Background: an optimization exercise with open tools, aiming at small area and a short achievable clock period. Do not read the settings as production practice.
The RTL was checked by simulation tests, not by an equivalence proof against the original design.
Power figures rest on the tool's default switching activity, not on a simulated workload.

==> 07-24: inputs <==
// rv32_core_lsu
module rv32_core_lsu (
  input  logic        clk_i,
  input  logic        rst_i,
  input  logic [31:0] instr_i,
  output logic [31:0] instr_addr_o,
  output logic        mem_req_o,
  output logic        mem_we_o,
  output logic [ 3:0] mem_be_o,
  output logic [31:0] mem_addr_o,
  output logic [31:0] mem_wd_o,
  input  logic [31:0] mem_rd_i,
  input  logic        mem_ready_i,
  input  logic        irq_req_i,
  output logic        irq_ret_o
);
  logic [31:0] pc;
  logic        exc_h, irq_h;    
  logic        lsu_busy;        
  logic [31:0] ins;
  assign ins = instr_i;
  logic [4:0] opc;
  logic [2:0] f3;
  logic [6:0] f7;
  assign opc = ins[6:2];
  assign f3  = ins[14:12];
  assign f7  = ins[31:25];
  logic q;
  assign q = (ins[1:0] == 2'b11);
  logic op_load, op_misc, op_imm, op_auipc, op_store, op_op, op_lui, op_br, op_jalr, op_jal, op_sys;
  assign op_load  = q && opc == 5'b00000;
  ...
==> flow/config.mk <==
export PLATFORM = sky130hd
export DESIGN_NAME = rv32_core_lsu
export DESIGN_NICKNAME = rv32_core_lsu
export VERILOG_FILES = /design/flow/design.v
export SDC_FILE = /design/flow/constraint.sdc
export NUM_CORES = 4
export LEC_CHECK = 0
export CAP_MARGIN = 10
export CORE_MARGIN = 2
export CORE_UTILIZATION = 54
export SLEW_MARGIN = 10
export SYNTH_HIERARCHICAL = 1
==> flow/constraint.sdc <==
create_clock -name core_clock -period 25.0 [get_ports {clk_i}]
set_input_delay 5.0000 -clock core_clock [delete_from_list [all_inputs] [get_ports {clk_i}]]
set_output_delay 5.0000 -clock core_clock [all_outputs]
set_load 0.01 [all_outputs]
standard.sh (not shown) runs the stock make flow with config.mk's settings and CLKGATE_MAP_FILE= SYNTH_SCRIPT=/design/flow/synth_recipe.tcl, a recipe that flattens the netlist after the stock synthesis.
==> flow/flow/run.sh <==
#!/bin/bash
# Standard ORFS layout (the standard.sh, unchanged synthesis), with:
#  - combinational cells put at their smallest drive strength before floorplanning
#    (flow/downsize.tcl, through ORFS's PRE_FLOORPLAN_TCL hook); the repair steps
#    size up what timing, slew and capacitance need;
#  - denser global placement;
#  - small port buffers (every port still gets one);
#  - smaller clock buffers in larger clusters.
# Each step's full log is in synth.log / layout.log here and in orfs/logs/.
set -euo pipefail
bash standard.sh synth > synth.log 2>&1
bash standard.sh SETUP_SLACK_MARGIN=11.75 TNS_END_PERCENT=5 PLACE_DENSITY=0.75 \
  "PRE_FLOORPLAN_TCL=$PWD/flow/downsize.tcl" \
  "BUFFER_PORTS_ARGS=-buffer_cell sky130_fd_sc_hd__buf_2" \
  CTS_CLUSTER_SIZE=19 CTS_CLUSTER_DIAMETER=45 CTS_BUF_LIST=sky130_fd_sc_hd__clkbuf_8 \
  finish > layout.log 2>&1
==> flow/flow/downsize.tcl <==
# Sourced by ORFS's floorplan step (PRE_FLOORPLAN_TCL), after it loads the synthesized
# netlist: put every combinational cell at the smallest drive strength of its function.
# The floorplan, placement and CTS repair steps then size up what timing, slew and
# capacitance need. Flip-flops are left as synthesis made them.
set db [ord::get_db]
set n 0
set saved 0
foreach inst [[ord::get_db_block] getInsts] {
  set master [$inst getMaster]
  set name [$master getName]
  if {![regexp {^(sky130_fd_sc_hd__[a-z0-9]+)_([0-9]+)$} $name -> base size]} { continue }
  if {[regexp {df|dl|sdf|edf|conb|tap|fill|decap|diode} $base]} { continue }
  set best $master
  set best_area [expr {[$master getWidth] * [$master getHeight]}]
  foreach s {0 1 2 4 6 8 12 16} {
    set cand [$db findMaster "${base}_$s"]
    if {$cand == "NULL" || $cand == ""} { continue }
    set a [expr {[$cand getWidth] * [$cand getHeight]}]
    if {$a < $best_area} {
      set best $cand
      set best_area $a
    }
  }
  if {$best != $master} {
    set saved [expr {$saved + [$master getWidth] * [$master getHeight] - $best_area}]
    $inst swapMaster $best
    incr n
  }
}
puts "downsize: $n cells set to their smallest drive strength, [expr {$saved / 1e6}] um2 less"
==> inputs of 07-04, as changes to 07-24 <==
--- a/flow/design.v
+++ b/flow/design.v
@@ -121,41 +121,28 @@
 endmodule
 module xnor2 (
   input  logic a, b,
   output logic y
 );
   assign y = ~(a ^ b);
 endmodule
-module and2 (
-  input  logic a, b,
-  output logic y
-);
-  assign y = a & b;
-endmodule
-module and3 (
-  input  logic a, b, c,
-  output logic y
-);
-  assign y = a & b & c;
-endmodule
 module agu_adder (
+  input  logic [31:0] a_i,
   input  logic [31:0] az0_i,
   input  logic [31:0] az1_i,
   input  logic [31:0] b_i,
   output logic [31:0] s_o
 );
   localparam int W = 32;
   localparam int L = 5;
   logic [W-1:0] g [0:L];
   logic [W-1:0] p [0:L];
   logic [W-1:0] p0;
-  logic [W-1:0] a_loc;
   for (genvar j = 0; j < W; j++) begin : g_p0
-    nand2 u_a (.a(az0_i[j]), .b(az1_i[j]), .y(a_loc[j]));
-    xor2  u_p (.a(a_loc[j]), .b(b_i[j]), .y(p0[j]));
+    xor2 u (.a(a_i[j]), .b(b_i[j]), .y(p0[j]));
   end
   for (genvar j = 0; j < W; j++) begin : g_pg0
     aoi21 u_g (.a1(az0_i[j]), .a2(az1_i[j]), .b1(~b_i[j]), .y(g[0][j]));
     nand3 u_t (.a(az0_i[j]), .b(az1_i[j]), .c(~b_i[j]), .y(p[0][j]));
   end
   for (genvar k = 1; k <= L; k++) begin : g_lvl
     localparam int D = 1 << (k - 1);
@@ -304,29 +291,27 @@
   input  logic [4:0]  ra1_i,
   input  logic [4:0]  ra2_i,
   input  logic [4:0]  wa_i,
   input  logic [31:0] wd_i,
   output logic [31:0] rd1_o,
   output logic [31:0] rd2_o,
   output logic [31:0] rd1_z0_o,    
-  output logic [31:0] rd1_z1_o,
-  output logic [31:0] rd2_z0_o,    
-  output logic [31:0] rd2_z1_o
+  output logic [31:0] rd1_z1_o
 );
   logic [31:0]  rf [1:31];
   logic [991:0] rows;
   always_ff @(posedge clk_i) begin
     for (int r = 1; r < 32; r++)
       if (we_i && wa_i == r[4:0]) rf[r] <= wd_i;
   end
   always_comb begin
     for (int r = 1; r < 32; r++) rows[32*(r-1) +: 32] = rf[r];
   end
   rf_read_port port1 (.addr_i(ra1_i), .rows_i(rows), .data_o(rd1_o), .z0_o(rd1_z0_o), .z1_o(rd1_z1_o));
-  rf_read_port port2 (.addr_i(ra2_i), .rows_i(rows), .data_o(rd2_o), .z0_o(rd2_z0_o), .z1_o(rd2_z1_o));
+  rf_read_port port2 (.addr_i(ra2_i), .rows_i(rows), .data_o(rd2_o), .z0_o(), .z1_o());
 endmodule
 module rf_read_port (
   input  logic [4:0]   addr_i,
   input  logic [991:0] rows_i,
   output logic [31:0]  data_o,
   output logic [31:0]  z0_o,
   output logic [31:0]  z1_o
@@ -430,45 +415,33 @@
   assign mie16_o = mie[16];
   assign mtvec_o = mtvec;
   assign mepc_o  = mepc;
 endmodule
 module lsu (
   input  logic [2:0]  size_i,      
   input  logic [1:0]  addr_i,      
-  input  logic [31:0] wz0_i,       
-  input  logic [31:0] wz1_i,
+  input  logic [31:0] wd_i,        
   input  logic [31:0] rd_i,        
   output logic [3:0]  be_o,
   output logic [31:0] wd_o,
   output logic [31:0] ld_o
 );
   always_comb begin
     case (size_i[1:0])
       2'd0:    be_o = 4'b0001 << addr_i;
       2'd1:    be_o = addr_i[1] ? 4'b1100 : 4'b0011;
       default: be_o = 4'b1111;
     endcase
   end
-  logic sb, sh, sw;
-  assign sb = (size_i[1:0] == 2'd0);
-  assign sh = (size_i[1:0] == 2'd1);
-  assign sw = size_i[1];
-  for (genvar i = 0; i < 8; i++) begin : g_wd
-    logic l1a, l1b, l2a, l2b, l3a, l3b, l3c;
-    nand2 u0 (.a(wz0_i[i]), .b(wz1_i[i]), .y(wd_o[i]));
-    nand3 u1a (.a(sb),  .b(wz0_i[i]),      .c(wz1_i[i]),      .y(l1a));
-    nand3 u1b (.a(!sb), .b(wz0_i[8 + i]),  .c(wz1_i[8 + i]),  .y(l1b));
-    and2  u1 (.a(l1a), .b(l1b), .y(wd_o[8 + i]));
-    nand3 u2a (.a(!sw), .b(wz0_i[i]),      .c(wz1_i[i]),      .y(l2a));
-    nand3 u2b (.a(sw),  .b(wz0_i[16 + i]), .c(wz1_i[16 + i]), .y(l2b));
-    and2  u2 (.a(l2a), .b(l2b), .y(wd_o[16 + i]));
-    nand3 u3a (.a(sb),  .b(wz0_i[i]),      .c(wz1_i[i]),      .y(l3a));
-    nand3 u3b (.a(sh),  .b(wz0_i[8 + i]),  .c(wz1_i[8 + i]),  .y(l3b));
-    nand3 u3c (.a(sw),  .b(wz0_i[24 + i]), .c(wz1_i[24 + i]), .y(l3c));
-    and3  u3 (.a(l3a), .b(l3b), .c(l3c), .y(wd_o[24 + i]));
+  always_comb begin
+    case (size_i[1:0])
+      2'd0:    wd_o = {4{wd_i[7:0]}};
+      2'd1:    wd_o = {2{wd_i[15:0]}};
+      default: wd_o = wd_i;
+    endcase
   end
   logic [7:0]  ld_byte;
   logic [15:0] ld_half;
   assign ld_byte = rd_i[8*addr_i +: 8];
   assign ld_half = addr_i[1] ? rd_i[31:16] : rd_i[15:0];
   always_comb begin
     case (size_i[1:0])
@@ -570,32 +543,31 @@
   end
   logic [31:0] imm_i, imm_s, imm_b, imm_j, imm_u;
   assign imm_i = {{20{ins[31]}}, ins[31:20]};
   assign imm_s = {{20{ins[31]}}, ins[31:25], ins[11:7]};
   assign imm_b = {{19{ins[31]}}, ins[31], ins[7], ins[30:25], ins[11:8], 1'b0};
   assign imm_j = {{11{ins[31]}}, ins[31], ins[19:12], ins[20], ins[30:21], 1'b0};
   assign imm_u = {ins[31:12], 12'h000};
-  logic [31:0] rd1, rd2, wd, rd1_z0, rd1_z1, rd2_z0, rd2_z1;
+  logic [31:0] rd1, rd2, wd, rd1_z0, rd1_z1;
   logic        stall;
   register_file rf (
     .clk_i (clk_i),
     .we_i  (gpr_we && !trap && !stall),
     .ra1_i (ins[19:15]),
     .ra2_i (ins[24:20]),
     .wa_i  (ins[11:7]),
     .wd_i  (wd),
     .rd1_o (rd1),
     .rd2_o (rd2),
     .rd1_z0_o (rd1_z0),
-    .rd1_z1_o (rd1_z1),
-    .rd2_z0_o (rd2_z0),
-    .rd2_z1_o (rd2_z1)
+    .rd1_z1_o (rd1_z1)
   );
   logic [31:0] agu;
   agu_adder agu_add (
+    .a_i (rd1),
     .az0_i (rd1_z0),
     .az1_i (rd1_z1),
     .b_i (op_store ? imm_s : imm_i),
     .s_o (agu)
   );
   logic [31:0] alu_sum, alu_shr, alu_p, alu_g, alu_a, alu_b, imm_x;
   logic        alu_slt;
@@ -667,16 +639,15 @@
   always_ff @(posedge clk_i) begin
     if (rst_i) lsu_busy <= 1'b0;
     else       lsu_busy <= stall;
   end
   lsu lsu_i (
     .size_i (f3),
     .addr_i (agu[1:0]),
-    .wz0_i  (rd2_z0),
-    .wz1_i  (rd2_z1),
+    .wd_i   (rd2),
     .rd_i   (mem_rd_i),
     .be_o   (mem_be_o),
     .wd_o   (mem_wd_o),
     .ld_o   (ld_data)
   );
   logic s_ld, s_csr, s_lui, s_sum, s_link, s_shr, s_shl, s_p, s_g, s_slt, s_alu;
   assign s_alu  = op_op || op_imm;
==> flow/flow/run.sh (replaced) <==
#!/bin/bash
# Standard ORFS layout (the standard.sh, unchanged synthesis), with:
#  - combinational cells put at their smallest drive strength before floorplanning
#    (flow/downsize.tcl, through ORFS's PRE_FLOORPLAN_TCL hook); the repair steps
#    size up what timing, slew and capacitance need;
#  - denser global placement;
#  - small port buffers (every port still gets one);
#  - smaller clock buffers in larger clusters.
# Each step's full log is in synth.log / layout.log here and in orfs/logs/.
set -euo pipefail
bash standard.sh synth > synth.log 2>&1
bash standard.sh SETUP_SLACK_MARGIN=11.75 TNS_END_PERCENT=5 PLACE_DENSITY=0.72 \
  "PRE_FLOORPLAN_TCL=$PWD/flow/downsize.tcl" \
  "BUFFER_PORTS_ARGS=-buffer_cell sky130_fd_sc_hd__buf_2" \
  CTS_CLUSTER_SIZE=16 CTS_CLUSTER_DIAMETER=40 CTS_BUF_LIST=sky130_fd_sc_hd__clkbuf_8 \
  finish > layout.log 2>&1
==> results.txt <==
| metric | 07-24 | 07-04 |
|---|---|---|
| Run status | finished clean | finished clean |
| Sequential share of power | 49.9% | 48.9% |
| Number of global-route vias before repair | 47,400 | 46,600 |
| Min Hold Slack | 0.471 ns | 0.486 ns |
| Worst-Skew Late Latency | 0.89 ns | 0.90 ns |
| PnR Total Power | 4.42 mW | 4.51 mW |
| Final design utilization | 62.3% | 62.4% |
| Path length in cells of the critical path | 30 | 11 |
| Placed wire-length estimate after detailed placement | 169,000 microns | 172,000 microns |
| Termination of the worst setup path | rf.rf[1][0]$_DFFE_PP_ | mem_wd_o[31] |
| Fraction of standard cell area in multi-input logic | 36.0% | 35.6% |
| Setup repair bufs after CTS | 11 | 14 |
| Core Box Area | 109,000 sq um | 109,000 sq um |
| Height of the die | 335 microns | 334 microns |
| CTS Buf Count | 113 | 138 |
| Clock network fraction of design power | 30.6% | 32.0% |
| Category of the most critical setup path | in2reg | in2out |
| Non-clock buffer area fraction after layout | 4.20% | 4.07% |
| Leakage power | 25.1 nW | 24.9 nW |
| Max Fclk | 74.0 MHz | 73.5 MHz |
| Clock buf/inv share | 3.91% | 4.40% |
| Worst slack after detailed placement | 10.72 ns | 10.72 ns |
| Register fraction of the total cell area | 52.6% | 52.6% |

-- port drivers added, routing unchanged --
How much do the figures lean on ideal ports? The routed layouts below were timed once more, with nothing changed but the port constraints.
Step 1: set_driving_cell puts a clkbuf_16 on clk_i and a buf_2 on each other input, an assumption about the parent block.
Step 2, shift: input delay + t, output delay - t, t = (earliest + latest rising clock arrival at the registers) / 2. This alone moves slack from input paths to output paths.
a / b / c = ideal ports / drivers / drivers and shift; a / b = the first two.
| run | t (ns) | setup WS [ns] | hold slack, ns |
|---|---|---|---|
| 07-24 | 0.922 | 11.483 / 11.509 / 10.601 | 0.471 / 0.471 / 0.471 |
| 07-04 | 0.925 | 11.386 / 11.365 / 10.980 | 0.486 / 0.486 / 0.486 |
After both steps every run listed still meets setup and hold. The setup slack of 07-24, which loses most, moves by +0.026 ns with the drivers and by -0.882 ns with both steps.
